What follows belongs to an exercise in optimizing a design on an open flow for small area and a short achievable clock period; a production flow would make more cautious choices. Only simulation tests tie the RTL to the original design; equivalence was not proved.

`flow/standard.sh`:
```
#!/bin/bash
# synth_recipe.tcl (not shown) runs the flow's synth.tcl, then flattens the netlist and writes it again
# the make line also repeats each setting of config.mk as NAME=value (left out here)
make -C /OpenROAD-flow-scripts/flow DESIGN_CONFIG=/design/flow/config.mk WORK_HOME=/design/flow/orfs CLKGATE_MAP_FILE= SYNTH_SCRIPT=/design/flow/synth_recipe.tcl "${@:-finish}"
```
`flow/flow/run.sh`:
```
#!/bin/bash
# Own layout flow: the standard ORFS flow (standard.sh, unchanged synthesis), with
#  - timing repair aimed below the design's period (SETUP_SLACK_MARGIN; the SDC is unchanged),
#  - port buffers of a normal buffer cell rather than the smallest one.
# Each step's full log is kept by ORFS under orfs/logs/; make's own output goes to flow.log.
set -uo pipefail
bash standard.sh SETUP_SLACK_MARGIN=7.3 "BUFFER_PORTS_ARGS=-buffer_cell sky130_fd_sc_hd__buf_4" finish > flow.log 2>&1
```
`flow/constraint.sdc`:
```
create_clock -name core_clock -period 10.5 [get_ports {clk}]
set_input_delay 2.1000 -clock core_clock [delete_from_list [all_inputs] [get_ports {clk}]]
set_output_delay 2.1000 -clock core_clock [all_outputs]
set_load 0.01 [all_outputs]
```
`flow/config.mk`:
```
export PLATFORM = sky130hd
export DESIGN_NAME = rrc_filter
export DESIGN_NICKNAME = rrc_filter
export VERILOG_FILES = /design/flow/design.v
export SDC_FILE = /design/flow/constraint.sdc
export NUM_CORES = 4
export LEC_CHECK = 0
export ABC_CLOCK_PERIOD_IN_PS = 800
export CAP_MARGIN = 20
export CORE_MARGIN = 2
export CORE_UTILIZATION = 68
export CTS_BUF_LIST = sky130_fd_sc_hd__clkbuf_4 sky130_fd_sc_hd__clkbuf_8
export CTS_CLUSTER_DIAMETER = 50
export CTS_CLUSTER_SIZE = 24
export SLEW_MARGIN = 20
export SYNTH_HIERARCHICAL = 1
```
`flow/design.v`:
```
module rrc_filter #(
	parameter WIDTH = 9
)(
	input logic clk,
	input logic rst,
	input logic signed [WIDTH-1:0] filter_in,
	output logic signed [WIDTH-1:0] filter_out
);
  logic [8:0] sr0, sr1, sr2, sr3, sr4, sr5, sr6, sr7, sr8, sr9, sr10, sr11, sr12, sr13, sr14, sr15, sr16, sr17, sr18, sr19, sr20, sr21, sr22, sr23, sr24, sr25, sr26, sr27;
  always_ff @(posedge clk or posedge rst) begin
    if (rst) begin
      sr0 <= 9'd0;
      sr1 <= 9'd0;
      sr2 <= 9'd0;
      sr3 <= 9'd0;
      sr4 <= 9'd0;
      sr5 <= 9'd0;
      sr6 <= 9'd0;
      sr7 <= 9'd0;
      sr8 <= 9'd0;
      sr9 <= 9'd0;
      sr10 <= 9'd0;
      sr11 <= 9'd0;
      sr12 <= 9'd0;
      sr13 <= 9'd0;
      sr14 <= 9'd0;
      sr15 <= 9'd0;
      sr16 <= 9'd0;
      sr17 <= 9'd0;
      sr18 <= 9'd0;
      sr19 <= 9'd0;
      sr20 <= 9'd0;
      sr21 <= 9'd0;
      sr22 <= 9'd0;
      sr23 <= 9'd0;
      sr24 <= 9'd0;
      sr25 <= 9'd0;
      sr26 <= 9'd0;
      sr27 <= 9'd0;
    end else begin
      sr0 <= filter_in;
      sr1 <= sr0;
      sr2 <= sr1;
      sr3 <= sr2;
      sr4 <= sr3;
      sr5 <= sr4;
      sr6 <= sr5;
      sr7 <= sr6;
      sr8 <= sr7;
      sr9 <= sr8;
      sr10 <= sr9;
      sr11 <= sr10;
      sr12 <= sr11;
      sr13 <= sr12;
      sr14 <= sr13;
      sr15 <= sr14;
      sr16 <= sr15;
      sr17 <= sr16;
      sr18 <= sr17;
      sr19 <= sr18;
      sr20 <= sr19;
      sr21 <= sr20;
      sr22 <= sr21;
      sr23 <= sr22;
      sr24 <= sr23;
      sr25 <= sr24;
      sr26 <= sr25;
      sr27 <= sr26;
    end
  end
  logic [9:0] pv0;
  always_ff @(posedge clk or posedge rst) begin
    if (rst) pv0 <= 10'd0;
    else pv0 <= {sr11[8], sr11} + {sr13[8], sr13};
  end
  logic [28:0] cs3;
  logic [34:0] cs2;
  logic [35:0] cs1;
  wire s1, c2;
  rrc_fa u2 (.a(sr15[1]), .b(sr16[0]), .ci(sr16[2]), .s(s1), .co(c2));
  wire s3, c4;
  rrc_ha u4 (.a(sr17[0]), .b(sr18[2]), .s(s3), .co(c4));
  wire s5, c6;
  rrc_fa u6 (.a(sr15[2]), .b(sr16[1]), .ci(sr16[3]), .s(s5), .co(c6));
  wire s7, c8;
  rrc_fa u8 (.a(sr17[1]), .b(sr18[3]), .ci(sr20[3]), .s(s7), .co(c8));
  wire s9, c10;
  rrc_ha u10 (.a(sr18[1]), .b(sr21[3]), .s(s9), .co(c10));
  wire s11, c12;
  rrc_fa u12 (.a(sr15[3]), .b(sr16[2]), .ci(sr16[4]), .s(s11), .co(c12));
  wire s13, c14;
  rrc_fa u14 (.a(sr17[2]), .b(sr18[4]), .ci(sr20[4]), .s(s13), .co(c14));
  wire s15, c16;
  rrc_fa u16 (.a(sr15[0]), .b(sr18[2]), .ci(sr21[4]), .s(s15), .co(c16));
  wire s17, c18;
  rrc_ha u18 (.a(sr23[4]), .b(sr26[5]), .s(s17), .co(c18));
  wire s19, c20;
  rrc_fa u20 (.a(sr15[4]), .b(sr16[3]), .ci(sr16[5]), .s(s19), .co(c20));
  wire s21, c22;
  rrc_fa u22 (.a(sr17[3]), .b(sr18[5]), .ci(sr20[5]), .s(s21), .co(c22));
  wire s23, c24;
  rrc_fa u24 (.a(sr15[1]), .b(sr18[3]), .ci(sr21[5]), .s(s23), .co(c24));
  wire n25 = ~sr24[6];
  wire s26, c27;
  rrc_fa u27 (.a(sr23[5]), .b(sr26[6]), .ci(n25), .s(s26), .co(c27));
  wire s28, c29;
  rrc_fa u29 (.a(sr15[5]), .b(sr16[4]), .ci(sr16[6]), .s(s28), .co(c29));
  wire s30, c31;
  rrc_fa u31 (.a(sr17[4]), .b(sr18[6]), .ci(sr20[6]), .s(s30), .co(c31));
  wire s32, c33;
  rrc_fa u33 (.a(sr15[2]), .b(sr18[4]), .ci(sr21[6]), .s(s32), .co(c33));
  wire n34 = ~sr24[7];
  wire s35, c36;
  rrc_fa u36 (.a(sr23[6]), .b(sr26[7]), .ci(n34), .s(s35), .co(c36));
  wire s37, c38;
  rrc_fa u38 (.a(sr15[6]), .b(sr16[5]), .ci(sr16[7]), .s(s37), .co(c38));
  wire s39, c40;
  rrc_fa u40 (.a(sr17[5]), .b(sr18[7]), .ci(sr20[7]), .s(s39), .co(c40));
  wire s41, c42;
  rrc_fa u42 (.a(sr15[3]), .b(sr18[5]), .ci(sr21[7]), .s(s41), .co(c42));
  wire s43, c44;
  rrc_fa u44 (.a(sr23[7]), .b(sr24[8]), .ci(sr27[8]), .s(s43), .co(c44));
  wire s45, c46;
  rrc_fa u46 (.a(sr15[4]), .b(sr16[8]), .ci(sr18[6]), .s(s45), .co(c46));
  wire s47, c48;
  rrc_fa u48 (.a(sr15[7]), .b(sr16[6]), .ci(sr17[6]), .s(s47), .co(c48));
  wire s49, c50;
  rrc_ha u50 (.a(sr18[8]), .b(sr20[8]), .s(s49), .co(c50));
  wire s51, c52;
  rrc_fa u52 (.a(sr16[0]), .b(sr18[0]), .ci(sr20[0]), .s(s51), .co(c52));
  wire s53, c54;
  rrc_fa u54 (.a(sr15[0]), .b(sr16[1]), .ci(sr18[1]), .s(s53), .co(c54));
  wire s55, c56;
  rrc_fa u56 (.a(sr20[1]), .b(sr23[1]), .ci(sr26[2]), .s(s55), .co(c56));
  wire s57, c58;
  rrc_fa u58 (.a(sr20[2]), .b(sr23[2]), .ci(sr26[3]), .s(s57), .co(c58));
  wire s59, c60;
  rrc_fa u60 (.a(sr18[0]), .b(sr21[2]), .ci(sr24[3]), .s(s59), .co(c60));
  wire s61, c62;
  rrc_ha u62 (.a(s3), .b(s1), .s(s61), .co(c62));
  wire s63, c64;
  rrc_fa u64 (.a(sr23[3]), .b(sr26[4]), .ci(c4), .s(s63), .co(c64));
  wire s65, c66;
  rrc_fa u66 (.a(sr24[4]), .b(sr27[4]), .ci(s9), .s(s65), .co(c66));
  wire s67, c68;
  rrc_fa u68 (.a(c2), .b(s5), .ci(s7), .s(s67), .co(c68));
  wire s69, c70;
  rrc_fa u70 (.a(sr24[5]), .b(sr27[5]), .ci(c10), .s(s69), .co(c70));
  wire s71, c72;
  rrc_fa u72 (.a(s17), .b(c6), .ci(c8), .s(s71), .co(c72));
  wire n73 = ~s15;
  wire s74, c75;
  rrc_fa u75 (.a(s11), .b(s13), .ci(n73), .s(s74), .co(c75));
  wire s76, c77;
  rrc_fa u77 (.a(c18), .b(c12), .ci(c14), .s(s76), .co(c77));
  wire s78, c79;
  rrc_fa u79 (.a(sr27[6]), .b(c16), .ci(s23), .s(s78), .co(c79));
  wire s80, c81;
  rrc_fa u81 (.a(s19), .b(s21), .ci(s26), .s(s80), .co(c81));
  wire s82, c83;
  rrc_fa u83 (.a(c20), .b(c22), .ci(s28), .s(s82), .co(c83));
  wire s84, c85;
  rrc_fa u85 (.a(sr27[7]), .b(c24), .ci(s32), .s(s84), .co(c85));
  wire s86, c87;
  rrc_fa u87 (.a(s30), .b(c27), .ci(s35), .s(s86), .co(c87));
  wire s88, c89;
  rrc_fa u89 (.a(c29), .b(c31), .ci(s37), .s(s88), .co(c89));
  wire s90, c91;
  rrc_fa u91 (.a(sr26[8]), .b(c33), .ci(s41), .s(s90), .co(c91));
  wire s92, c93;
  rrc_fa u93 (.a(s39), .b(s43), .ci(c36), .s(s92), .co(c93));
  wire s94, c95;
  rrc_fa u95 (.a(sr21[8]), .b(c38), .ci(c40), .s(s94), .co(c95));
  wire s96, c97;
  rrc_fa u97 (.a(sr23[8]), .b(s49), .ci(c42), .s(s96), .co(c97));
  wire n98 = ~s45;
  wire s99, c100;
  rrc_fa u100 (.a(c44), .b(s47), .ci(n98), .s(s99), .co(c100));
  wire s101, c102;
  rrc_fa u102 (.a(sr15[5]), .b(sr15[8]), .ci(sr18[7]), .s(s101), .co(c102));
  wire s103, c104;
  rrc_fa u104 (.a(sr16[7]), .b(sr17[7]), .ci(c48), .s(s103), .co(c104));
  wire s105, c106;
  rrc_ha u106 (.a(c50), .b(c46), .s(s105), .co(c106));
  wire s107, c108;
  rrc_ha u108 (.a(sr15[6]), .b(sr16[8]), .s(s107), .co(c108));
  wire s109, c110;
  rrc_fa u110 (.a(sr21[0]), .b(sr24[1]), .ci(sr27[1]), .s(s109), .co(c110));
  wire s111, c112;
  rrc_fa u112 (.a(sr21[1]), .b(sr24[2]), .ci(sr27[2]), .s(s111), .co(c112));
  wire s113, c114;
  rrc_ha u114 (.a(c52), .b(s53), .s(s113), .co(c114));
  wire s115, c116;
  rrc_fa u116 (.a(c54), .b(c56), .ci(s57), .s(s115), .co(c116));
  wire n117 = ~s61;
  wire s118, c119;
  rrc_fa u119 (.a(sr27[3]), .b(s59), .ci(n117), .s(s118), .co(c119));
  wire s120, c121;
  rrc_fa u121 (.a(c58), .b(s63), .ci(c62), .s(s120), .co(c121));
  wire n122 = ~s67;
  wire s123, c124;
  rrc_fa u124 (.a(c60), .b(s65), .ci(n122), .s(s123), .co(c124));
  wire s125, c126;
  rrc_fa u126 (.a(c64), .b(s71), .ci(c68), .s(s125), .co(c126));
  wire n127 = ~s74;
  wire s128, c129;
  rrc_fa u129 (.a(s69), .b(c66), .ci(n127), .s(s128), .co(c129));
  wire s130, c131;
  rrc_fa u131 (.a(c72), .b(s76), .ci(c75), .s(s130), .co(c131));
  wire n132 = ~s80;
  wire s133, c134;
  rrc_fa u134 (.a(c70), .b(s78), .ci(n132), .s(s133), .co(c134));
  wire s135, c136;
  rrc_fa u136 (.a(c77), .b(s82), .ci(c81), .s(s135), .co(c136));
  wire n137 = ~s86;
  wire s138, c139;
  rrc_fa u139 (.a(c79), .b(s84), .ci(n137), .s(s138), .co(c139));
  wire s140, c141;
  rrc_fa u141 (.a(c83), .b(s88), .ci(s92), .s(s140), .co(c141));
  wire n142 = ~c87;
  wire s143, c144;
  rrc_fa u144 (.a(c85), .b(s90), .ci(n142), .s(s143), .co(c144));
  wire s145, c146;
  rrc_fa u146 (.a(s94), .b(c89), .ci(c93), .s(s145), .co(c146));
  wire n147 = ~s99;
  wire s148, c149;
  rrc_fa u149 (.a(s96), .b(c91), .ci(n147), .s(s148), .co(c149));
  wire s150, c151;
  rrc_fa u151 (.a(s101), .b(s105), .ci(c97), .s(s150), .co(c151));
  wire s152, c153;
  rrc_fa u153 (.a(c95), .b(s103), .ci(c100), .s(s152), .co(c153));
  wire s154, c155;
  rrc_fa u155 (.a(sr17[8]), .b(s107), .ci(c102), .s(s154), .co(c155));
  wire n156 = ~c106;
  wire s157, c158;
  rrc_fa u158 (.a(sr18[8]), .b(c104), .ci(n156), .s(s157), .co(c158));
  wire s159, c160;
  rrc_ha u160 (.a(sr23[0]), .b(sr26[1]), .s(s159), .co(c160));
  wire n161 = ~c110;
  wire s162, c163;
  rrc_fa u163 (.a(s55), .b(s113), .ci(n161), .s(s162), .co(c163));
  wire n164 = ~c112;
  wire s165, c166;
  rrc_fa u166 (.a(c114), .b(s115), .ci(n164), .s(s165), .co(c166));
  wire n167 = ~c119;
  wire s168, c169;
  rrc_fa u169 (.a(c116), .b(s120), .ci(n167), .s(s168), .co(c169));
  wire n170 = ~c124;
  wire s171, c172;
  rrc_fa u172 (.a(c121), .b(s125), .ci(n170), .s(s171), .co(c172));
  wire n173 = ~c129;
  wire s174, c175;
  rrc_fa u175 (.a(c126), .b(s130), .ci(n173), .s(s174), .co(c175));
  wire n176 = ~c134;
  wire s177, c178;
  rrc_fa u178 (.a(c131), .b(s135), .ci(n176), .s(s177), .co(c178));
  wire n179 = ~s143;
  wire s180, c181;
  rrc_fa u181 (.a(c136), .b(s140), .ci(n179), .s(s180), .co(c181));
  wire n182 = ~c144;
  wire s183, c184;
  rrc_fa u184 (.a(c141), .b(s145), .ci(n182), .s(s183), .co(c184));
  wire n185 = ~s150;
  wire s186, c187;
  rrc_fa u187 (.a(c146), .b(s152), .ci(n185), .s(s186), .co(c187));
  wire n188 = ~s154;
  wire s189, c190;
  rrc_fa u190 (.a(s157), .b(c153), .ci(n188), .s(s189), .co(c190));
  wire s191, c192;
  rrc_fa u192 (.a(sr15[7]), .b(c108), .ci(c155), .s(s191), .co(c192));
  wire s193, c194;
  rrc_ha u194 (.a(sr24[0]), .b(sr27[0]), .s(s193), .co(c194));
  wire n195 = ~s109;
  wire s196, c197;
  rrc_fa u197 (.a(s159), .b(s51), .ci(n195), .s(s196), .co(c197));
  wire n198 = ~s111;
  wire s199, c200;
  rrc_fa u200 (.a(c160), .b(s162), .ci(n198), .s(s199), .co(c200));
  wire n201 = ~s118;
  wire s202, c203;
  rrc_fa u203 (.a(c163), .b(s165), .ci(n201), .s(s202), .co(c203));
  wire n204 = ~s123;
  wire s205, c206;
  rrc_fa u206 (.a(c166), .b(s168), .ci(n204), .s(s205), .co(c206));
  wire n207 = ~s128;
  wire s208, c209;
  rrc_fa u209 (.a(c169), .b(s171), .ci(n207), .s(s208), .co(c209));
  wire n210 = ~s133;
  wire s211, c212;
  rrc_fa u212 (.a(c172), .b(s174), .ci(n210), .s(s211), .co(c212));
  wire n213 = ~s138;
  wire s214, c215;
  rrc_fa u215 (.a(c175), .b(s177), .ci(n213), .s(s214), .co(c215));
  wire n216 = ~c139;
  wire s217, c218;
  rrc_fa u218 (.a(c178), .b(s180), .ci(n216), .s(s217), .co(c218));
  wire n219 = ~s148;
  wire s220, c221;
  rrc_fa u221 (.a(s183), .b(c181), .ci(n219), .s(s220), .co(c221));
  wire n222 = ~c149;
  wire s223, c224;
  rrc_fa u224 (.a(s186), .b(c184), .ci(n222), .s(s223), .co(c224));
  wire n225 = ~c151;
  wire s226, c227;
  rrc_fa u227 (.a(s189), .b(c187), .ci(n225), .s(s226), .co(c227));
  wire n228 = ~s191;
  wire s229, c230;
  rrc_fa u230 (.a(c158), .b(c190), .ci(n228), .s(s229), .co(c230));
  wire n231 = ~c192;
  wire s232, c233;
  rrc_ha u233 (.a(sr15[8]), .b(n231), .s(s232), .co(c233));
  wire s234, c235;
  rrc_ha u235 (.a(cs3[8]), .b(cs3[9]), .s(s234), .co(c235));
  wire s236, c237;
  rrc_fa u237 (.a(cs3[10]), .b(cs3[11]), .ci(sr8[2]), .s(s236), .co(c237));
  wire s238, c239;
  rrc_fa u239 (.a(cs3[12]), .b(cs3[13]), .ci(sr8[3]), .s(s238), .co(c239));
  wire s240, c241;
  rrc_ha u241 (.a(sr11[5]), .b(sr13[0]), .s(s240), .co(c241));
  wire s242, c243;
  rrc_fa u243 (.a(cs3[14]), .b(cs3[15]), .ci(sr8[4]), .s(s242), .co(c243));
  wire s244, c245;
  rrc_fa u245 (.a(sr11[6]), .b(sr13[0]), .ci(sr13[1]), .s(s244), .co(c245));
  wire s246, c247;
  rrc_fa u247 (.a(sr11[3]), .b(sr15[3]), .ci(pv0[3]), .s(s246), .co(c247));
  wire s248, c249;
  rrc_fa u249 (.a(cs3[16]), .b(cs3[17]), .ci(sr8[5]), .s(s248), .co(c249));
  wire s250, c251;
  rrc_fa u251 (.a(sr11[7]), .b(sr13[1]), .ci(sr13[2]), .s(s250), .co(c251));
  wire s252, c253;
  rrc_fa u253 (.a(sr11[4]), .b(sr15[4]), .ci(pv0[4]), .s(s252), .co(c253));
  wire s254, c255;
  rrc_ha u255 (.a(sr13[6]), .b(sr15[7]), .s(s254), .co(c255));
  wire s256, c257;
  rrc_fa u257 (.a(cs3[18]), .b(cs3[19]), .ci(sr8[6]), .s(s256), .co(c257));
  wire s258, c259;
  rrc_fa u259 (.a(sr13[2]), .b(sr13[3]), .ci(sr13[7]), .s(s258), .co(c259));
  wire s260, c261;
  rrc_fa u261 (.a(sr11[5]), .b(sr11[8]), .ci(sr15[5]), .s(s260), .co(c261));
  wire n262 = ~sr15[8];
  wire s263, c264;
  rrc_fa u264 (.a(pv0[2]), .b(pv0[9]), .ci(n262), .s(s263), .co(c264));
  wire s265, c266;
  rrc_fa u266 (.a(cs3[20]), .b(cs3[21]), .ci(sr8[7]), .s(s265), .co(c266));
  wire s267, c268;
  rrc_fa u268 (.a(sr11[6]), .b(sr13[8]), .ci(sr15[6]), .s(s267), .co(c268));
  wire s269, c270;
  rrc_ha u270 (.a(sr13[3]), .b(sr13[4]), .s(s269), .co(c270));
  wire s271, c272;
  rrc_fa u272 (.a(cs3[22]), .b(cs3[23]), .ci(sr13[4]), .s(s271), .co(c272));
  wire s273, c274;
  rrc_ha u274 (.a(sr8[8]), .b(sr11[7]), .s(s273), .co(c274));
  wire s275, c276;
  rrc_ha u276 (.a(cs3[24]), .b(cs3[25]), .s(s275), .co(c276));
  wire s277, c278;
  rrc_ha u278 (.a(cs3[6]), .b(cs3[7]), .s(s277), .co(c278));
  wire s279, c280;
  rrc_fa u280 (.a(sr8[1]), .b(sr11[3]), .ci(sr13[2]), .s(s279), .co(c280));
  wire s281, c282;
  rrc_fa u282 (.a(sr11[0]), .b(sr15[0]), .ci(pv0[0]), .s(s281), .co(c282));
  wire s283, c284;
  rrc_fa u284 (.a(sr11[4]), .b(sr13[3]), .ci(sr15[4]), .s(s283), .co(c284));
  wire s285, c286;
  rrc_fa u286 (.a(sr11[1]), .b(sr15[1]), .ci(pv0[1]), .s(s285), .co(c286));
  wire s287, c288;
  rrc_ha u288 (.a(c235), .b(s236), .s(s287), .co(c288));
  wire s289, c290;
  rrc_fa u290 (.a(sr11[2]), .b(sr15[2]), .ci(pv0[2]), .s(s289), .co(c290));
  wire s291, c292;
  rrc_fa u292 (.a(sr13[4]), .b(sr15[5]), .ci(s240), .s(s291), .co(c292));
  wire n293 = ~pv0[6];
  wire s294, c295;
  rrc_fa u295 (.a(c237), .b(s238), .ci(n293), .s(s294), .co(c295));
  wire s296, c297;
  rrc_fa u297 (.a(sr13[5]), .b(sr15[6]), .ci(pv0[0]), .s(s296), .co(c297));
  wire s298, c299;
  rrc_fa u299 (.a(c241), .b(c239), .ci(s242), .s(s298), .co(c299));
  wire n300 = ~s244;
  wire s301, c302;
  rrc_fa u302 (.a(pv0[7]), .b(s246), .ci(n300), .s(s301), .co(c302));
  wire s303, c304;
  rrc_fa u304 (.a(pv0[1]), .b(s254), .ci(c243), .s(s303), .co(c304));
  wire s305, c306;
  rrc_fa u306 (.a(c245), .b(s248), .ci(s250), .s(s305), .co(c306));
  wire s307, c308;
  rrc_fa u308 (.a(pv0[8]), .b(c247), .ci(s252), .s(s307), .co(c308));
  wire s309, c310;
  rrc_fa u310 (.a(c255), .b(c249), .ci(c251), .s(s309), .co(c310));
  wire s311, c312;
  rrc_fa u312 (.a(pv0[5]), .b(c253), .ci(s260), .s(s311), .co(c312));
  wire s313, c314;
  rrc_fa u314 (.a(s256), .b(s258), .ci(s263), .s(s313), .co(c314));
  wire s315, c316;
  rrc_fa u316 (.a(pv0[3]), .b(s269), .ci(c257), .s(s315), .co(c316));
  wire s317, c318;
  rrc_fa u318 (.a(pv0[6]), .b(c261), .ci(s267), .s(s317), .co(c318));
  wire s319, c320;
  rrc_fa u320 (.a(c259), .b(s265), .ci(c264), .s(s319), .co(c320));
  wire s321, c322;
  rrc_fa u322 (.a(sr13[5]), .b(pv0[4]), .ci(c270), .s(s321), .co(c322));
  wire s323, c324;
  rrc_fa u324 (.a(sr15[7]), .b(pv0[7]), .ci(s273), .s(s323), .co(c324));
  wire n325 = ~c268;
  wire s326, c327;
  rrc_fa u327 (.a(c266), .b(s271), .ci(n325), .s(s326), .co(c327));
  wire s328, c329;
  rrc_fa u329 (.a(sr11[8]), .b(sr13[5]), .ci(sr13[6]), .s(s328), .co(c329));
  wire s330, c331;
  rrc_fa u331 (.a(sr15[8]), .b(pv0[5]), .ci(s275), .s(s330), .co(c331));
  wire n332 = ~c272;
  wire s333, c334;
  rrc_fa u334 (.a(pv0[8]), .b(c274), .ci(n332), .s(s333), .co(c334));
  wire s335, c336;
  rrc_fa u336 (.a(cs3[26]), .b(cs3[27]), .ci(sr13[6]), .s(s335), .co(c336));
  wire s337, c338;
  rrc_fa u338 (.a(sr13[7]), .b(pv0[6]), .ci(pv0[9]), .s(s337), .co(c338));
  wire s339, c340;
  rrc_ha u340 (.a(cs3[2]), .b(sr11[0]), .s(s339), .co(c340));
  wire s341, c342;
  rrc_fa u342 (.a(cs3[4]), .b(cs3[5]), .ci(sr11[1]), .s(s341), .co(c342));
  wire s343, c344;
  rrc_ha u344 (.a(sr13[0]), .b(sr15[1]), .s(s343), .co(c344));
  wire s345, c346;
  rrc_fa u346 (.a(sr8[0]), .b(sr11[2]), .ci(sr13[1]), .s(s345), .co(c346));
  wire n347 = ~pv0[3];
  wire s348, c349;
  rrc_fa u349 (.a(sr15[2]), .b(s277), .ci(n347), .s(s348), .co(c349));
  wire s350, c351;
  rrc_fa u351 (.a(sr15[3]), .b(c278), .ci(s234), .s(s350), .co(c351));
  wire n352 = ~s279;
  wire s353, c354;
  rrc_fa u354 (.a(pv0[4]), .b(s281), .ci(n352), .s(s353), .co(c354));
  wire s355, c356;
  rrc_fa u356 (.a(pv0[5]), .b(c282), .ci(s285), .s(s355), .co(c356));
  wire s357, c358;
  rrc_fa u358 (.a(c280), .b(s283), .ci(s287), .s(s357), .co(c358));
  wire s359, c360;
  rrc_fa u360 (.a(c284), .b(c288), .ci(s291), .s(s359), .co(c360));
  wire n361 = ~s294;
  wire s362, c363;
  rrc_fa u363 (.a(c286), .b(s289), .ci(n361), .s(s362), .co(c363));
  wire s364, c365;
  rrc_fa u365 (.a(s296), .b(c292), .ci(c295), .s(s364), .co(c365));
  wire n366 = ~s298;
  wire s367, c368;
  rrc_fa u368 (.a(c290), .b(s301), .ci(n366), .s(s367), .co(c368));
  wire s369, c370;
  rrc_fa u370 (.a(c297), .b(s303), .ci(c299), .s(s369), .co(c370));
  wire n371 = ~s305;
  wire s372, c373;
  rrc_fa u373 (.a(s307), .b(c302), .ci(n371), .s(s372), .co(c373));
  wire s374, c375;
  rrc_fa u375 (.a(c304), .b(s309), .ci(c306), .s(s374), .co(c375));
  wire n376 = ~s313;
  wire s377, c378;
  rrc_fa u378 (.a(c308), .b(s311), .ci(n376), .s(s377), .co(c378));
  wire s379, c380;
  rrc_fa u380 (.a(c310), .b(s315), .ci(s319), .s(s379), .co(c380));
  wire n381 = ~c314;
  wire s382, c383;
  rrc_fa u383 (.a(c312), .b(s317), .ci(n381), .s(s382), .co(c383));
  wire s384, c385;
  rrc_fa u385 (.a(s321), .b(c316), .ci(c320), .s(s384), .co(c385));
  wire n386 = ~s326;
  wire s387, c388;
  rrc_fa u388 (.a(s323), .b(c318), .ci(n386), .s(s387), .co(c388));
  wire s389, c390;
  rrc_fa u390 (.a(s328), .b(c322), .ci(s330), .s(s389), .co(c390));
  wire n391 = ~c327;
  wire s392, c393;
  rrc_fa u393 (.a(c324), .b(s333), .ci(n391), .s(s392), .co(c393));
  wire s394, c395;
  rrc_fa u395 (.a(c276), .b(c329), .ci(s335), .s(s394), .co(c395));
  wire n396 = ~c334;
  wire s397, c398;
  rrc_fa u398 (.a(s337), .b(c331), .ci(n396), .s(s397), .co(c398));
  wire s399, c400;
  rrc_fa u400 (.a(cs3[28]), .b(sr13[7]), .ci(pv0[7]), .s(s399), .co(c400));
  wire n401 = ~sr13[8];
  wire s402, c403;
  rrc_fa u403 (.a(c336), .b(c338), .ci(n401), .s(s402), .co(c403));
  wire s404, c405;
  rrc_ha u405 (.a(cs3[3]), .b(pv0[1]), .s(s404), .co(c405));
  wire s406, c407;
  rrc_fa u407 (.a(c340), .b(s343), .ci(s341), .s(s406), .co(c407));
  wire s408, c409;
  rrc_fa u409 (.a(c344), .b(c342), .ci(s345), .s(s408), .co(c409));
  wire s410, c411;
  rrc_fa u411 (.a(c346), .b(c349), .ci(s350), .s(s410), .co(c411));
  wire n412 = ~s355;
  wire s413, c414;
  rrc_fa u414 (.a(c351), .b(s357), .ci(n412), .s(s413), .co(c414));
  wire n415 = ~c356;
  wire s416, c417;
  rrc_fa u417 (.a(c358), .b(s359), .ci(n415), .s(s416), .co(c417));
  wire n418 = ~c363;
  wire s419, c420;
  rrc_fa u420 (.a(c360), .b(s364), .ci(n418), .s(s419), .co(c420));
  wire n421 = ~c368;
  wire s422, c423;
  rrc_fa u423 (.a(c365), .b(s369), .ci(n421), .s(s422), .co(c423));
  wire n424 = ~c373;
  wire s425, c426;
  rrc_fa u426 (.a(c370), .b(s374), .ci(n424), .s(s425), .co(c426));
  wire n427 = ~s382;
  wire s428, c429;
  rrc_fa u429 (.a(c375), .b(s379), .ci(n427), .s(s428), .co(c429));
  wire n430 = ~c383;
  wire s431, c432;
  rrc_fa u432 (.a(c380), .b(s384), .ci(n430), .s(s431), .co(c432));
  wire n433 = ~c388;
  wire s434, c435;
  rrc_fa u435 (.a(s389), .b(c385), .ci(n433), .s(s434), .co(c435));
  wire s436, c437;
  rrc_fa u437 (.a(s394), .b(c390), .ci(s397), .s(s436), .co(c437));
  wire s438, c439;
  rrc_fa u439 (.a(s399), .b(s402), .ci(c395), .s(s438), .co(c439));
  wire s440, c441;
  rrc_fa u441 (.a(pv0[8]), .b(c400), .ci(c403), .s(s440), .co(c441));
  wire s442, c443;
  rrc_ha u443 (.a(cs3[1]), .b(pv0[0]), .s(s442), .co(c443));
  wire n444 = ~s404;
  wire s445, c446;
  rrc_fa u446 (.a(sr15[0]), .b(s339), .ci(n444), .s(s445), .co(c446));
  wire n447 = ~s406;
  wire s448, c449;
  rrc_fa u449 (.a(pv0[2]), .b(c405), .ci(n447), .s(s448), .co(c449));
  wire s450, c451;
  rrc_fa u451 (.a(s348), .b(c407), .ci(s408), .s(s450), .co(c451));
  wire n452 = ~s353;
  wire s453, c454;
  rrc_fa u454 (.a(c409), .b(s410), .ci(n452), .s(s453), .co(c454));
  wire n455 = ~c354;
  wire s456, c457;
  rrc_fa u457 (.a(c411), .b(s413), .ci(n455), .s(s456), .co(c457));
  wire n458 = ~s362;
  wire s459, c460;
  rrc_fa u460 (.a(c414), .b(s416), .ci(n458), .s(s459), .co(c460));
  wire n461 = ~s367;
  wire s462, c463;
  rrc_fa u463 (.a(c417), .b(s419), .ci(n461), .s(s462), .co(c463));
  wire n464 = ~s372;
  wire s465, c466;
  rrc_fa u466 (.a(c420), .b(s422), .ci(n464), .s(s465), .co(c466));
  wire n467 = ~s377;
  wire s468, c469;
  rrc_fa u469 (.a(c423), .b(s425), .ci(n467), .s(s468), .co(c469));
  wire n470 = ~c378;
  wire s471, c472;
  rrc_fa u472 (.a(c426), .b(s428), .ci(n470), .s(s471), .co(c472));
  wire n473 = ~s387;
  wire s474, c475;
  rrc_fa u475 (.a(s431), .b(c429), .ci(n473), .s(s474), .co(c475));
  wire n476 = ~s392;
  wire s477, c478;
  rrc_fa u478 (.a(c432), .b(s434), .ci(n476), .s(s477), .co(c478));
  wire n479 = ~c393;
  wire s480, c481;
  rrc_fa u481 (.a(s436), .b(c435), .ci(n479), .s(s480), .co(c481));
  wire s482, c483;
  rrc_fa u483 (.a(s438), .b(c398), .ci(c437), .s(s482), .co(c483));
  wire n484 = ~sr13[8];
  wire s485, c486;
  rrc_fa u486 (.a(s440), .b(c439), .ci(n484), .s(s485), .co(c486));
  wire n487 = ~pv0[9];
  wire s488, c489;
  rrc_ha u489 (.a(c441), .b(n487), .s(s488), .co(c489));
  wire s490, c491;
  rrc_ha u491 (.a(cs2[5]), .b(sr0[2]), .s(s490), .co(c491));
  wire s492, c493;
  rrc_fa u493 (.a(cs2[6]), .b(sr0[3]), .ci(sr3[2]), .s(s492), .co(c493));
  wire s494, c495;
  rrc_fa u495 (.a(sr6[2]), .b(sr8[2]), .ci(sr10[0]), .s(s494), .co(c495));
  wire s496, c497;
  rrc_fa u497 (.a(cs2[8]), .b(cs2[9]), .ci(sr0[4]), .s(s496), .co(c497));
  wire s498, c499;
  rrc_fa u499 (.a(sr3[3]), .b(sr6[3]), .ci(sr8[3]), .s(s498), .co(c499));
  wire s500, c501;
  rrc_ha u501 (.a(sr10[1]), .b(sr10[3]), .s(s500), .co(c501));
  wire s502, c503;
  rrc_fa u503 (.a(cs2[10]), .b(cs2[11]), .ci(sr0[5]), .s(s502), .co(c503));
  wire s504, c505;
  rrc_fa u505 (.a(sr3[4]), .b(sr6[4]), .ci(sr8[4]), .s(s504), .co(c505));
  wire s506, c507;
  rrc_fa u507 (.a(sr2[5]), .b(sr5[4]), .ci(sr8[2]), .s(s506), .co(c507));
  wire s508, c509;
  rrc_ha u509 (.a(sr10[2]), .b(sr10[4]), .s(s508), .co(c509));
  wire s510, c511;
  rrc_fa u511 (.a(cs2[12]), .b(cs2[13]), .ci(sr0[6]), .s(s510), .co(c511));
  wire s512, c513;
  rrc_fa u513 (.a(sr3[5]), .b(sr6[5]), .ci(sr8[5]), .s(s512), .co(c513));
  wire s514, c515;
  rrc_fa u515 (.a(sr2[6]), .b(sr5[5]), .ci(sr8[3]), .s(s514), .co(c515));
  wire s516, c517;
  rrc_fa u517 (.a(sr10[3]), .b(sr10[5]), .ci(sr11[4]), .s(s516), .co(c517));
  wire s518, c519;
  rrc_fa u519 (.a(cs2[14]), .b(cs2[15]), .ci(sr0[7]), .s(s518), .co(c519));
  wire s520, c521;
  rrc_fa u521 (.a(sr3[6]), .b(sr6[6]), .ci(sr8[6]), .s(s520), .co(c521));
  wire s522, c523;
  rrc_fa u523 (.a(sr2[7]), .b(sr5[6]), .ci(sr8[4]), .s(s522), .co(c523));
  wire s524, c525;
  rrc_fa u525 (.a(sr10[4]), .b(sr10[6]), .ci(sr11[5]), .s(s524), .co(c525));
  wire s526, c527;
  rrc_fa u527 (.a(cs2[16]), .b(cs2[17]), .ci(sr2[8]), .s(s526), .co(c527));
  wire s528, c529;
  rrc_fa u529 (.a(sr3[7]), .b(sr6[7]), .ci(sr8[7]), .s(s528), .co(c529));
  wire s530, c531;
  rrc_fa u531 (.a(sr0[8]), .b(sr5[7]), .ci(sr8[5]), .s(s530), .co(c531));
  wire s532, c533;
  rrc_fa u533 (.a(sr10[5]), .b(sr10[7]), .ci(sr11[6]), .s(s532), .co(c533));
  wire s534, c535;
  rrc_fa u535 (.a(sr3[8]), .b(sr6[8]), .ci(sr8[6]), .s(s534), .co(c535));
  wire s536, c537;
  rrc_fa u537 (.a(cs2[18]), .b(cs2[19]), .ci(sr5[8]), .s(s536), .co(c537));
  wire s538, c539;
  rrc_fa u539 (.a(sr8[8]), .b(sr10[8]), .ci(sr11[4]), .s(s538), .co(c539));
  wire s540, c541;
  rrc_fa u541 (.a(cs2[2]), .b(sr0[1]), .ci(sr3[0]), .s(s540), .co(c541));
  wire s542, c543;
  rrc_ha u543 (.a(sr6[0]), .b(sr8[0]), .s(s542), .co(c543));
  wire s544, c545;
  rrc_fa u545 (.a(sr3[1]), .b(sr6[1]), .ci(sr8[1]), .s(s544), .co(c545));
  wire s546, c547;
  rrc_fa u547 (.a(cs2[4]), .b(sr2[2]), .ci(sr5[1]), .s(s546), .co(c547));
  wire s548, c549;
  rrc_ha u549 (.a(sr10[1]), .b(sr11[0]), .s(s548), .co(c549));
  wire s550, c551;
  rrc_fa u551 (.a(cs2[7]), .b(sr2[3]), .ci(sr5[2]), .s(s550), .co(c551));
  wire s552, c553;
  rrc_fa u553 (.a(sr10[2]), .b(sr11[1]), .ci(c491), .s(s552), .co(c553));
  wire n554 = ~sr8[0];
  wire s555, c556;
  rrc_fa u556 (.a(s492), .b(s494), .ci(n554), .s(s555), .co(c556));
  wire s557, c558;
  rrc_fa u558 (.a(sr2[4]), .b(sr5[3]), .ci(sr8[1]), .s(s557), .co(c558));
  wire s559, c560;
  rrc_fa u560 (.a(sr11[2]), .b(s500), .ci(c493), .s(s559), .co(c560));
  wire s561, c562;
  rrc_fa u562 (.a(c495), .b(s496), .ci(s498), .s(s561), .co(c562));
  wire s563, c564;
  rrc_fa u564 (.a(sr11[3]), .b(c501), .ci(s508), .s(s563), .co(c564));
  wire s565, c566;
  rrc_fa u566 (.a(c497), .b(c499), .ci(s502), .s(s565), .co(c566));
  wire n567 = ~s504;
  wire s568, c569;
  rrc_fa u569 (.a(sr11[0]), .b(s506), .ci(n567), .s(s568), .co(c569));
  wire s570, c571;
  rrc_fa u571 (.a(c509), .b(c503), .ci(c505), .s(s570), .co(c571));
  wire s572, c573;
  rrc_fa u573 (.a(s510), .b(s512), .ci(s516), .s(s572), .co(c573));
  wire s574, c575;
  rrc_fa u575 (.a(sr11[1]), .b(c507), .ci(s514), .s(s574), .co(c575));
  wire s576, c577;
  rrc_fa u577 (.a(c511), .b(c513), .ci(c517), .s(s576), .co(c577));
  wire s578, c579;
  rrc_fa u579 (.a(s518), .b(s520), .ci(s524), .s(s578), .co(c579));
  wire s580, c581;
  rrc_fa u581 (.a(sr11[2]), .b(c515), .ci(s522), .s(s580), .co(c581));
  wire s582, c583;
  rrc_fa u583 (.a(c519), .b(c521), .ci(c525), .s(s582), .co(c583));
  wire s584, c585;
  rrc_fa u585 (.a(s526), .b(s528), .ci(s532), .s(s584), .co(c585));
  wire s586, c587;
  rrc_fa u587 (.a(sr11[3]), .b(c523), .ci(s530), .s(s586), .co(c587));
  wire s588, c589;
  rrc_fa u589 (.a(sr10[6]), .b(sr11[7]), .ci(c527), .s(s588), .co(c589));
  wire s590, c591;
  rrc_fa u591 (.a(c529), .b(c533), .ci(s536), .s(s590), .co(c591));
  wire s592, c593;
  rrc_fa u593 (.a(c531), .b(s534), .ci(s538), .s(s592), .co(c593));
  wire s594, c595;
  rrc_fa u595 (.a(sr8[7]), .b(sr11[5]), .ci(sr11[8]), .s(s594), .co(c595));
  wire s596, c597;
  rrc_fa u597 (.a(cs2[20]), .b(cs2[21]), .ci(sr10[7]), .s(s596), .co(c597));
  wire n598 = ~c537;
  wire s599, c600;
  rrc_fa u600 (.a(c535), .b(c539), .ci(n598), .s(s599), .co(c600));
  wire s601, c602;
  rrc_fa u602 (.a(cs2[22]), .b(cs2[23]), .ci(sr8[8]), .s(s601), .co(c602));
  wire s603, c604;
  rrc_fa u604 (.a(cs2[3]), .b(sr2[1]), .ci(sr5[0]), .s(s603), .co(c604));
  wire s605, c606;
  rrc_fa u606 (.a(c543), .b(s490), .ci(s548), .s(s605), .co(c606));
  wire s607, c608;
  rrc_ha u608 (.a(c541), .b(s544), .s(s607), .co(c608));
  wire s609, c610;
  rrc_fa u610 (.a(c549), .b(c545), .ci(s552), .s(s609), .co(c610));
  wire n611 = ~s555;
  wire s612, c613;
  rrc_fa u613 (.a(c547), .b(s550), .ci(n611), .s(s612), .co(c613));
  wire s614, c615;
  rrc_fa u615 (.a(c553), .b(s559), .ci(c556), .s(s614), .co(c615));
  wire n616 = ~s561;
  wire s617, c618;
  rrc_fa u618 (.a(c551), .b(s557), .ci(n616), .s(s617), .co(c618));
  wire s619, c620;
  rrc_fa u620 (.a(s563), .b(c560), .ci(c562), .s(s619), .co(c620));
  wire n621 = ~s565;
  wire s622, c623;
  rrc_fa u623 (.a(c558), .b(s568), .ci(n621), .s(s622), .co(c623));
  wire s624, c625;
  rrc_fa u625 (.a(c564), .b(s570), .ci(c566), .s(s624), .co(c625));
  wire n626 = ~s572;
  wire s627, c628;
  rrc_fa u628 (.a(s574), .b(c569), .ci(n626), .s(s627), .co(c628));
  wire s629, c630;
  rrc_fa u630 (.a(c571), .b(s576), .ci(c573), .s(s629), .co(c630));
  wire n631 = ~s578;
  wire s632, c633;
  rrc_fa u633 (.a(c575), .b(s580), .ci(n631), .s(s632), .co(c633));
  wire s634, c635;
  rrc_fa u635 (.a(c577), .b(s582), .ci(c579), .s(s634), .co(c635));
  wire n636 = ~s584;
  wire s637, c638;
  rrc_fa u638 (.a(c581), .b(s586), .ci(n636), .s(s637), .co(c638));
  wire s639, c640;
  rrc_fa u640 (.a(c583), .b(s588), .ci(c585), .s(s639), .co(c640));
  wire n641 = ~s590;
  wire s642, c643;
  rrc_fa u643 (.a(c587), .b(s592), .ci(n641), .s(s642), .co(c643));
  wire s644, c645;
  rrc_fa u645 (.a(s596), .b(c589), .ci(c591), .s(s644), .co(c645));
  wire s646, c647;
  rrc_fa u647 (.a(s594), .b(c593), .ci(s599), .s(s646), .co(c647));
  wire s648, c649;
  rrc_fa u649 (.a(sr10[8]), .b(sr11[6]), .ci(c595), .s(s648), .co(c649));
  wire n650 = ~c600;
  wire s651, c652;
  rrc_fa u652 (.a(c597), .b(s601), .ci(n650), .s(s651), .co(c652));
  wire s653, c654;
  rrc_fa u654 (.a(cs2[24]), .b(cs2[25]), .ci(c602), .s(s653), .co(c654));
  wire s655, c656;
  rrc_ha u656 (.a(cs2[0]), .b(sr0[0]), .s(s655), .co(c656));
  wire s657, c658;
  rrc_fa u658 (.a(sr10[0]), .b(s542), .ci(s540), .s(s657), .co(c658));
  wire n659 = ~c604;
  wire s660, c661;
  rrc_fa u661 (.a(s605), .b(s607), .ci(n659), .s(s660), .co(c661));
  wire s662, c663;
  rrc_fa u663 (.a(c606), .b(c608), .ci(s609), .s(s662), .co(c663));
  wire n664 = ~c613;
  wire s665, c666;
  rrc_fa u666 (.a(c610), .b(s614), .ci(n664), .s(s665), .co(c666));
  wire n667 = ~c618;
  wire s668, c669;
  rrc_fa u669 (.a(c615), .b(s619), .ci(n667), .s(s668), .co(c669));
  wire n670 = ~c623;
  wire s671, c672;
  rrc_fa u672 (.a(c620), .b(s624), .ci(n670), .s(s671), .co(c672));
  wire n673 = ~c628;
  wire s674, c675;
  rrc_fa u675 (.a(c625), .b(s629), .ci(n673), .s(s674), .co(c675));
  wire n676 = ~c633;
  wire s677, c678;
  rrc_fa u678 (.a(c630), .b(s634), .ci(n676), .s(s677), .co(c678));
  wire n679 = ~c638;
  wire s680, c681;
  rrc_fa u681 (.a(c635), .b(s639), .ci(n679), .s(s680), .co(c681));
  wire n682 = ~s646;
  wire s683, c684;
  rrc_fa u684 (.a(c640), .b(s644), .ci(n682), .s(s683), .co(c684));
  wire n685 = ~s648;
  wire s686, c687;
  rrc_fa u687 (.a(c645), .b(s651), .ci(n685), .s(s686), .co(c687));
  wire n688 = ~sr11[7];
  wire s689, c690;
  rrc_fa u690 (.a(s653), .b(c652), .ci(n688), .s(s689), .co(c690));
  wire s691, c692;
  rrc_fa u692 (.a(cs2[26]), .b(cs2[27]), .ci(sr11[8]), .s(s691), .co(c692));
  wire s693, c694;
  rrc_ha u694 (.a(cs2[1]), .b(sr2[0]), .s(s693), .co(c694));
  wire n695 = ~s603;
  wire s696, c697;
  rrc_fa u697 (.a(c656), .b(s657), .ci(n695), .s(s696), .co(c697));
  wire n698 = ~s546;
  wire s699, c700;
  rrc_fa u700 (.a(c658), .b(s660), .ci(n698), .s(s699), .co(c700));
  wire n701 = ~s612;
  wire s702, c703;
  rrc_fa u703 (.a(c661), .b(s662), .ci(n701), .s(s702), .co(c703));
  wire n704 = ~s617;
  wire s705, c706;
  rrc_fa u706 (.a(c663), .b(s665), .ci(n704), .s(s705), .co(c706));
  wire n707 = ~s622;
  wire s708, c709;
  rrc_fa u709 (.a(c666), .b(s668), .ci(n707), .s(s708), .co(c709));
  wire n710 = ~s627;
  wire s711, c712;
  rrc_fa u712 (.a(c669), .b(s671), .ci(n710), .s(s711), .co(c712));
  wire n713 = ~s632;
  wire s714, c715;
  rrc_fa u715 (.a(c672), .b(s674), .ci(n713), .s(s714), .co(c715));
  wire n716 = ~s637;
  wire s717, c718;
  rrc_fa u718 (.a(c675), .b(s677), .ci(n716), .s(s717), .co(c718));
  wire n719 = ~s642;
  wire s720, c721;
  rrc_fa u721 (.a(c678), .b(s680), .ci(n719), .s(s720), .co(c721));
  wire n722 = ~c643;
  wire s723, c724;
  rrc_fa u724 (.a(c681), .b(s683), .ci(n722), .s(s723), .co(c724));
  wire n725 = ~c647;
  wire s726, c727;
  rrc_fa u727 (.a(s686), .b(c684), .ci(n725), .s(s726), .co(c727));
  wire n728 = ~c649;
  wire s729, c730;
  rrc_fa u730 (.a(s689), .b(c687), .ci(n728), .s(s729), .co(c730));
  wire s731, c732;
  rrc_fa u732 (.a(s691), .b(c654), .ci(c690), .s(s731), .co(c732));
  wire s733, c734;
  rrc_fa u734 (.a(cs2[28]), .b(cs2[29]), .ci(c692), .s(s733), .co(c734));
  wire s735, c736;
  rrc_ha u736 (.a(cs2[30]), .b(cs2[31]), .s(s735), .co(c736));
  wire s737, c738;
  rrc_ha u738 (.a(cs2[32]), .b(cs2[33]), .s(s737), .co(c738));
  wire n739 = ~cs1[1];
  wire n740 = ~sr0[0];
  wire n741 = ~cs1[3];
  wire n742 = ~sr0[1];
  wire n743 = ~sr0[2];
  wire n744 = ~sr0[3];
  wire n745 = ~sr0[4];
  wire n746 = ~sr0[5];
  wire n747 = ~sr0[6];
  wire n748 = ~sr0[7];
  wire n749 = ~cs1[4];
  wire s750, c751;
  rrc_ha u751 (.a(cs1[6]), .b(cs1[7]), .s(s750), .co(c751));
  wire s752, c753;
  rrc_fa1 u753 (.a(cs1[8]), .b(cs1[9]), .s(s752), .co(c753));
  wire s754, c755;
  rrc_fa1 u755 (.a(cs1[10]), .b(cs1[11]), .s(s754), .co(c755));
  wire s756, c757;
  rrc_fa1 u757 (.a(cs1[12]), .b(cs1[13]), .s(s756), .co(c757));
  wire s758, c759;
  rrc_ha u759 (.a(cs1[14]), .b(cs1[15]), .s(s758), .co(c759));
  wire s760, c761;
  rrc_ha u761 (.a(cs1[16]), .b(cs1[17]), .s(s760), .co(c761));
  wire n762 = ~cs1[18];
  wire n763 = ~cs1[20];
  wire n764 = ~cs1[22];
  wire s765, c766;
  rrc_ha u766 (.a(cs1[0]), .b(n739), .s(s765), .co(c766));
  wire s767, c768;
  rrc_fa u768 (.a(cs1[2]), .b(n741), .ci(n742), .s(s767), .co(c768));
  wire s769, c770;
  rrc_fa u770 (.a(cs1[5]), .b(n743), .ci(n749), .s(s769), .co(c770));
  wire s771, c772;
  rrc_fa u772 (.a(cs1[4]), .b(n744), .ci(s750), .s(s771), .co(c772));
  wire s773, c774;
  rrc_fa u774 (.a(n745), .b(c751), .ci(s752), .s(s773), .co(c774));
  wire s775, c776;
  rrc_fa u776 (.a(n746), .b(c753), .ci(s754), .s(s775), .co(c776));
  wire s777, c778;
  rrc_fa u778 (.a(n747), .b(c755), .ci(s756), .s(s777), .co(c778));
  wire s779, c780;
  rrc_fa u780 (.a(n748), .b(c757), .ci(s758), .s(s779), .co(c780));
  wire s781, c782;
  rrc_fa u782 (.a(sr0[8]), .b(c759), .ci(s760), .s(s781), .co(c782));
  wire s783, c784;
  rrc_fa u784 (.a(cs1[19]), .b(n762), .ci(c761), .s(s783), .co(c784));
  wire s785, c786;
  rrc_fa u786 (.a(cs1[21]), .b(cs1[18]), .ci(n763), .s(s785), .co(c786));
  wire s787, c788;
  rrc_fa u788 (.a(cs1[23]), .b(cs1[20]), .ci(n764), .s(s787), .co(c788));
  wire s789, c790;
  rrc_fa u790 (.a(cs1[24]), .b(cs1[25]), .ci(cs1[22]), .s(s789), .co(c790));
  wire s791, c792;
  rrc_ha u792 (.a(cs1[26]), .b(cs1[27]), .s(s791), .co(c792));
  wire s793, c794;
  rrc_fa1 u794 (.a(cs1[28]), .b(cs1[29]), .s(s793), .co(c794));
  wire s795, c796;
  rrc_ha u796 (.a(cs1[30]), .b(cs1[31]), .s(s795), .co(c796));
  wire s797, c798;
  rrc_fa1 u798 (.a(cs1[32]), .b(cs1[33]), .s(s797), .co(c798));
  wire s799, c800;
  rrc_ha u800 (.a(cs1[34]), .b(cs1[35]), .s(s799), .co(c800));
  always_ff @(posedge clk or posedge rst) begin
    if (rst) cs3 <= 29'b01100111000111010000111000100;
    else cs3 <= {c233, c230, s232, c227, s229, c224, s226, c221, s223, c218, s220, c215, s217, c212, s214, c209, s211, c206, s208, c203, s205, c200, s202, c197, s199, c194, s196, s193, sr26[0]};
  end
  always_ff @(posedge clk or posedge rst) begin
    if (rst) cs2 <= 35'b01100100011100111001000010001110000;
    else cs2 <= {c489, c486, s488, c483, s485, c481, s482, c478, s480, c475, s477, c472, s474, c469, s471, c466, s468, c463, s465, c460, s462, c457, s459, c454, s456, c451, s453, c449, s450, c446, s448, c443, s445, s442, cs3[0]};
  end
  always_ff @(posedge clk or posedge rst) begin
    if (rst) cs1 <= 36'b100000110011010101110011000001000100;
    else cs1 <= {c738, cs2[34], c736, s737, c734, s735, c732, s733, c730, s731, c727, s729, c724, s726, c721, s723, c718, s720, c715, s717, c712, s714, c709, s711, c706, s708, c703, s705, c700, s702, c697, s699, c694, s696, s693, s655};
  end
  wire [18:0] fa_ = {1'b1, s799, s797, s795, s793, s791, s789, s787, s785, s783, s781, s779, s777, s775, s773, s771, s769, s767, n740};
  wire [18:0] fb_ = {c800, c798, c796, c794, c792, c790, c788, c786, c784, c782, c780, c778, c776, c774, c772, c770, c768, c766, s765};
  wire [18:0] sum_ = fa_ + fb_;
  wire ovf_ = (sum_[18] != sum_[16]) || (sum_[17] != sum_[16]);
  wire [8:0] y_ = ovf_ ? (sum_[18] ? 9'h100 : 9'h0ff) : sum_[16:8];
  always_ff @(posedge clk or posedge rst) begin
    if (rst) filter_out <= 9'd0;
    else filter_out <= y_;
  end
endmodule
module rrc_fa (input logic a, input logic b, input logic ci, output logic s, output logic co);
  assign s = a ^ b ^ ci;
  assign co = (a & b) | (a & ci) | (b & ci);
endmodule
module rrc_fa1 (input logic a, input logic b, output logic s, output logic co);
  assign s = ~(a ^ b);
  assign co = a | b;
endmodule
module rrc_ha (input logic a, input logic b, output logic s, output logic co);
  assign s = a ^ b;
  assign co = a & b;
endmodule
```
==> impl_metrics.json, run 1 <==
{
  "cap_viol_max_count": 0,
  "cts-root-buf": "clkbuf_8",
  "cts.sinks": 370,
  "status": "no timing/DRC/antenna violations",
  "relSlewSlack_pct": 62.73,
  "finalHoldViolCount": 0,
  "endpoint_kind": "register",
  "grt_max_degree": 81,
  "post-route-util_pct": 75.96,
  "final_area_mm2": 0.01913,
  "gp_congestion": 0.7903,
  "tightestPinTransition_ns": 0.5590,
  "wl_per_cell_um": 19.56,
  "synthesis.nets": 1381,
  "clkLatencyLatePin_ns": 0.56,
  "pre_cts_ws_ns": 6.329,
  "syn_area_mm2": 0.01746,
  "synth_warnings": 7,
  "required_ns": 10.94,
  "clk_pin_slew_ns": 0.10,
  "synth-edff-count": 0,
  "yosys-top-cells-area": "dfrtp_1, fa_1, dfstp_2, ha_1, inv_1",
  "die_w_um": 164.2,
  "ios": 20,
  "clock_path_buffers": 3,
  "place.port_buffers": 19,
  "synthCells": 1003,
  "synthDistinctLibCells": 40,
  "finalSetupViolCount": 0,
  "synth_top_area_share_pct": 47.16,
  "grt_pass1_vias": 8723,
  "fin_hold_ws_ns": 0.3343,
  "die_h_um": 164.2,
  "cts_buffers": 36,
  "overflow": 0,
  "viasPerCell": 5.209,
  "hold_path.class": "register to register",
  "grt_pass1_wl_um": 46290,
  "initial_core_util_pct": 69.32,
  "yosysSeqAreaShare_pct": 53.33,
  "core_mm2": 0.02518,
  "syn2layout_area_growth_pct": 9.575,
  "drtIter0Drc": 351,
  "h-tree-depth": 2,
  "grtUsageTotal_pct": 23.42,
  "cts_tree": "done",
  "drv_slew": 0,
  "post-dp-hpwl_um": 21470,
  "yosysTopAreaCell": "dfrtp_1",
  "finalNonFillerCells": 1428,
  "cp_max_fo": 6,
  "fillCellCount": 1480,
  "diodes": 0,
  "rows": 58,
  "synth_ff_type": "dfrtp_1",
  "fin_crit_ns": 3.209,
  "skew_ns": 0.03986,
  "placed_cells": 1356,
  "num_vias": 7439,
  "antenna_left": 0,
  "fmax_ghz": 0.3117,
  "rsz0062_at_grt": "yes",
  "synth.ff_latch_count": 370,
  "worst_setup_path_start_kind": "register",
  "tns_ns": 0,
  "crit_arrival_ns": 3.65,
  "place_area_mm2": 0.01805,
  "wirelength_um": 27930,
  "fp.dieArea_mm2": 0.02697,
  "syn_avg_cell_area_um2": 17.40,
  "antenna_found_initial": 0,
  "drive_gt1_share_pct": 16.67,
  "drc": 0,
  "nets": 1450,
  "crit_type": "register to register",
  "firstDrtPassIters": 4,
  "synthArstFlopShare_pct": 100.0,
  "timing.final.crit_share_pct": 30.56,
  "worst_slack_ns": 7.291
}
per-module statistics from Yosys (local to each module, per instance):
module / cells / times used
rrc_fa: 1 / 294
rrc_fa1: 5 / 5
rrc_filter: 643 / 1
rrc_ha: 1 / 41
layer usage:
| layer | global-route usage [%] | vias up | wire length [um] |
|---|---|---|---|
| met2 | 38.23 | 81 | 14230 |
| met4 | 6.180 | 0 | 575 |
| met5 | 0 | - | 0 |
| met1 | 34.75 | 4074 | 12440 |
| met3 | 2.929 | 42 | 691 |
| li1 | - | 3242 | - |
kinds of logic (layout without fill, tap and decap cells):
family | Yosys count | count (layout) | synth area share, %
simple gates | 37 | 37 | 1.075
fa+ha+maj | 367 | 367 | 38.99
buf+inv | 148 | 243 | 3.182
compound gates | 66 | 66 | 2.666
flops | 370 | 370 | 53.33
xor+xnor | 15 | 15 | 0.7526
cell type report:
cell class / count / area [um^2] / area share [%]
clock buffer: 41 / 551.8 / 2.885
timing repair buffer: 32 / 274.0 / 1.433
multi-input combinational: 485 / 7722 / 40.37
sequential: 370 / 9328 / 48.76
clock inverter: 23 / 284.0 / 1.485
tap: 330 / 412.9 / 2.159
inverter: 147 / 555.5 / 2.904
worst max-delay path, cell delays in order (launching register included):
cell,delay (ns)
dfstp_2,0.53
ha_1,0.24
fa_1,0.42
ha_2,0.23
a211o_1,0.32
o211ai_1,0.43
a211oi_2,0.16
a311oi_4,0.39
a21oi_2,0.09
buf_6,0.15
o21ai_1,0.14
layout by cell type (no fill, tap or decap), types with 6 or more instances in the layout:
cell type	count
o21ai_2	7
fa_1	295
buf_4	26
nand2_1	12
nor2_1	6
clkbuf_8	39
o21ai_0	8
inv_1	146
ha_1	64
nand3_1	6
dfrtp_2	14
dfrtp_1	315
dfstp_2	41
xor2_1	8
a21oi_1	12
xnor2_1	7
flip-flops by register name, summed over array words and instances, names as in the netlist, 10 cells and up:
signal and flops:
cs1 36, cs2 35, cs3 28, pv0 10
final timing paths:
check | startpoint | end | cells past startpoint | slack, ns
setup reg to reg | cs1[6]$_DFF_PP1_ | filter_out[1]$_DFF_PP0_ | 10 | 7.29
max in group asynchronous | rst | sr11[6]$_DFF_PP0_ | 4 | 7.55
min in group asynchronous | rst | cs3[24]$_DFF_PP0_ | 2 | 1.51
setup / recovery | cs1[6]$_DFF_PP1_ | filter_out[1]$_DFF_PP0_ | 10 | 7.29
hold / removal | sr4[8]$_DFF_PP0_ | sr5[8]$_DFF_PP0_ | 0 | 0.33
hold reg to reg | sr4[8]$_DFF_PP0_ | sr5[8]$_DFF_PP0_ | 0 | 0.33
synth_stat cells, types with 3 or more instances:
library cell    n
o21ai_0        10
inv_1         147
nand2_1        12
dfrtp_1       329
fa_1          295
xnor2_1         7
o21ai_1         8
and3_1          4
ha_1           72
o211ai_1        3
dfstp_2        41
nor2_1          7
xor2_1          8
a211oi_1        4
nand3_1         6
a21oi_1        15
a21o_1          5
a211o_1         3
timing repair:
action                                  in CTS  in global routing
hold buffers                                 0                  0
pin swaps                                    3                 15
resized for setup                           15                 39
setup buffers                                3                  5
endpoints found under the setup margin     249                263
==> run 2: changes to the inputs <==
==> flow/config.mk (replaced) <==
export PLATFORM = sky130hd
export DESIGN_NAME = rrc_filter
export DESIGN_NICKNAME = rrc_filter
export VERILOG_FILES = /design/flow/design.v
export SDC_FILE = /design/flow/constraint.sdc
export NUM_CORES = 4
export LEC_CHECK = 0
export ABC_CLOCK_PERIOD_IN_PS = 800
export CAP_MARGIN = 20
export CORE_MARGIN = 2
export CORE_UTILIZATION = 70
export CTS_BUF_LIST = sky130_fd_sc_hd__clkbuf_8 sky130_fd_sc_hd__clkbuf_16
export CTS_CLUSTER_DIAMETER = 60
export CTS_CLUSTER_SIZE = 25
export PLACE_DENSITY = 0.75
export SLEW_MARGIN = 20
export SYNTH_HIERARCHICAL = 1
==> run 2 against run 1 <==
  * Cell count shrank 0.91%
  * Register-to-register slack lost 0.03 ns
  * Sequential cell count is the same
  * Utilization grew 3.8 points
  * Maximum frequency shrank 0.87%
==> impl_metrics.json, run 2 <==
{
  "drc": 0,
  "grt_max_degree": 176,
  "crit_buf_inv": 3,
  "skew_ns": 0.01768,
  "cts_buffers": 29,
  "layout_common_cells": "dfrtp_1, fa_1, inv_1, ha_1, dfstp_2",
  "wirelength_um": 29960,
  "viasPerCell": 5.392,
  "nets": 1446,
  "tns_ns": 0,
  "slowest_stage": "dfstp_2",
  "cap_viol_max_count": 0,
  "top_register": "cs1",
  "synth_ff_type": "dfrtp_1",
  "cts-root-buf": "clkbuf_16",
  "required_ns": 10.94,
  "gp_congestion": 0.8279,
  "timing.final.crit_share_pct": 30.83,
  "core_mm2": 0.02439,
  "worst_slack_ns": 7.263,
  "wl_per_cell_um": 21.18,
  "yosysTopAreaCell": "dfrtp_1",
  "final_common_cell": "dfrtp_1",
  "yosys-top-cells-area": "dfrtp_1, fa_1, dfstp_2, ha_1, inv_1",
  "synth_warnings": 7,
  "num_vias": 7630,
  "fmax_ghz": 0.3089,
  "timing.rr.start": "cs1[13]$_DFF_PP1_",
  "crit_type": "register to register",
  "yosysSeqAreaShare_pct": 53.33,
  "drive_gt1_share_pct": 16.50,
  "synthesis.nets": 1381,
  "initial_core_util_pct": 71.57,
  "synthCells": 1003,
  "synth.most_common_cell": "dfrtp_1",
  "endpoint_kind": "register",
  "r2r_slack_ns": 7.26,
  "rows": 57,
  "tightestPinTransition_ns": 0.8286,
  "cp-endpoint": "filter_out[2]$_DFF_PP0_",
  "cp_slowest_stage_delay_ns": 0.54,
  "cts.sinks": 370,
  "worstRegToRegCells": 13,
  "cp_top_family": "adder cells",
  "die_w_um": 161.9,
  "synth-edff-count": 0,
  "synthDistinctLibCells": 40,
  "synth_top_area_share_pct": 47.16,
  "finalHoldViolCount": 0,
  "post-dp-hpwl_um": 22080,
  "fin_crit_ns": 3.237,
  "syn_area_mm2": 0.01746,
  "ios": 20,
  "finalSetupViolCount": 0,
  "worstReg2RegEnd": "filter_out[2]$_DFF_PP0_",
  "crit_path_start": "cs1[13]$_DFF_PP1_",
  "syn2layout_area_growth_pct": 11.47,
  "worst_setup_path_start_kind": "register",
  "cp_max_fo": 6,
  "cp_cell_sequence": "inv_2, ha_4, inv_2, fa_2, ha_4, nand3_4, a211oi_4, o31ai_4, o211ai_1, xor2_2, a21oi_2, buf_6, o21ai_2",
  "drv_slew": 0,
  "pre_cts_ws_ns": 5.842,
  "drtIter0Drc": 565,
  "finalNonFillerCells": 1415,
  "place.port_buffers": 19,
  "firstDrtPassIters": 4,
  "relSlewSlack_pct": 44.76,
  "crit_arrival_ns": 3.68,
  "overflow": 0,
  "grtUsageTotal_pct": 25.81,
  "grt_pass1_vias": 9041,
  "rsz0062_at_grt": "yes",
  "placed_cells": 1349,
  "syn_avg_cell_area_um2": 17.40,
  "status": "no timing/DRC/antenna violations",
  "diodes": 0,
  "largest_reg_flops": 36,
  "synth.ff_latch_count": 370,
  "clkLatencyLatePin_ns": 0.57,
  "top_regs": "cs1 x36, cs2 x35, cs3 x28",
  "path_depth": 13,
  "antenna_found_initial": 0,
  "hold_path.class": "register to register",
  "synthTopCellsByCount": "dfrtp_1, fa_1, inv_1, ha_1, dfstp_2",
  "antenna_left": 0,
  "die_h_um": 161.9,
  "fp.dieArea_mm2": 0.02622,
  "cts_tree": "done",
  "clk_pin_slew_ns": 0.09,
  "h-tree-depth": 1,
  "synthArstFlopShare_pct": 100.0,
  "grt_pass1_wl_um": 49900,
  "clock_path_buffers": 3
}
run 2: cell counts after synthesis:
Identical to the previous run, type by type.
run 2: cell type report:
cell class                 instances  area, um^2
tap                              324       405.4
timing repair buffer              35       325.3
fill                            1313        4931
clock inverter                    25       327.8
clock buffer                      29       725.7
sequential                       370        9326
inverter                         147       555.5
multi-input combinational        485        7794
run 2: metal layers:
layer / track usage (%) / routed length (um) / vias up
li1: - / - / 3239
met1: 39.35 / 12800 / 4249
met2: 41.55 / 15520 / 95
met3: 3.754 / 910 / 47
met4: 5.833 / 738 / 0
met5: 0 / 0 / -
run 2: timing repair:
| item | in CTS | in global routing |
|---|---|---|
| setup buffers | 4 | 8 |
| pin swaps | 8 | 23 |
| setup endpoints to repair | 98 | 264 |
| hold endpoints to repair | 0 | 0 |
| hold buffers | 0 | 0 |
| resized for setup | 20 | 45 |
run 2: Yosys stat by module (local to each module, per instance):
| module | cell area [um^2] | times used | flops+latches | cells |
|---|---|---|---|---|
| rrc_filter | 10920 | 1 | 370 | 643 |
| rrc_fa1 | 27.53 | 5 | 0 | 5 |
| rrc_fa | 20.02 | 294 | 0 | 1 |
| rrc_ha | 12.51 | 41 | 0 | 1 |
run 2: cell families (layout without fill, tap and decap cells):
kind of cell               Yosys count  count (layout)  share of synthesized area, %
buffers and inverters              148             236                         3.182
and+or+nand+nor                     37              37                         1.075
xor gates and xnor gates            15              15                        0.7526
DFF                                370             370                         53.33
adders and majority gates          367             367                         38.99
AOI/OAI and AO/OA                   66              66                         2.666
run 2: worst min path at each step:
stage / slack [ns] / to / from / cells past startpoint
after floorplan: 0.33 / cs1[34]$_DFF_PP0_ / cs2[34]$_DFF_PP0_ / 0
after global placement: 0.33 / sr10[5]$_DFF_PP0_ / sr9[5]$_DFF_PP0_ / 0
after detailed placement: 0.33 / sr15[4]$_DFF_PP0_ / sr14[4]$_DFF_PP0_ / 0
after CTS: 0.35 / sr10[8]$_DFF_PP0_ / sr9[8]$_DFF_PP0_ / 0
after global routing: 0.34 / sr10[8]$_DFF_PP0_ / sr9[8]$_DFF_PP0_ / 0
final: 0.34 / sr10[8]$_DFF_PP0_ / sr9[8]$_DFF_PP0_ / 0
run 2: worst reg2reg max path, delay by kind of cell, from the launching register on:
| kind | cells | cell delay [ns] |
|---|---|---|
| xor gates and xnor gates | 1 | 0.16 |
| AOI/OAI and AO/OA | 5 | 1.04 |
| and+or+nand+nor | 1 | 0.07 |
| DFF | 1 | 0.54 |
| buffers and inverters | 3 | 0.26 |
| adders and majority gates | 3 | 1.04 |
run 2: through the flow:
stage               hold WS (ns)  area [um^2]  util (%)
detailed placement        0.3347        18050     73.99
finish                    0.3438        19460     79.78
global route              0.3363        19460     79.78
floorplan                 0.3312        17460         -
CTS                       0.3456        19220     78.80
global placement          0.3313        18050     73.99

[what the ideal ports hide]
In the flow no input, the clock included, has a driving cell. The finished layouts below were timed again as built, in two steps.
Step 1, drivers: a clkbuf_16 drives clk and a buf_2 each remaining input, both assumed.
Step 2 adds t to the input delays and takes it off the output delays; t is the mean of the earliest and latest rising clock arrival at the registers after step 1. Input paths then give back, and output paths get back, about the clock's delay inside the block.
a / b / c = ideal / step 1 / step 2; a / b = the first two.
run | t (ns) | setup WS [ns] | latest minus earliest clock arrival (ns) | worst slew at a driven data input, ns | cell pins on the clock port's net
run 1 | 0.587 | 7.291 / 7.291 / 6.983 | 0.048 / 0.047 | 0.04 | 1
run 2 | 0.612 | 7.263 / 7.263 / 7.010 | 0.020 / 0.020 | 0.03 | 1
After both steps setup and hold are still met in every run listed. For run 1, which loses most, drivers alone change the setup slack by 0.000 ns; drivers and shift together by -0.308 ns. Setup slack includes reset recovery checks.
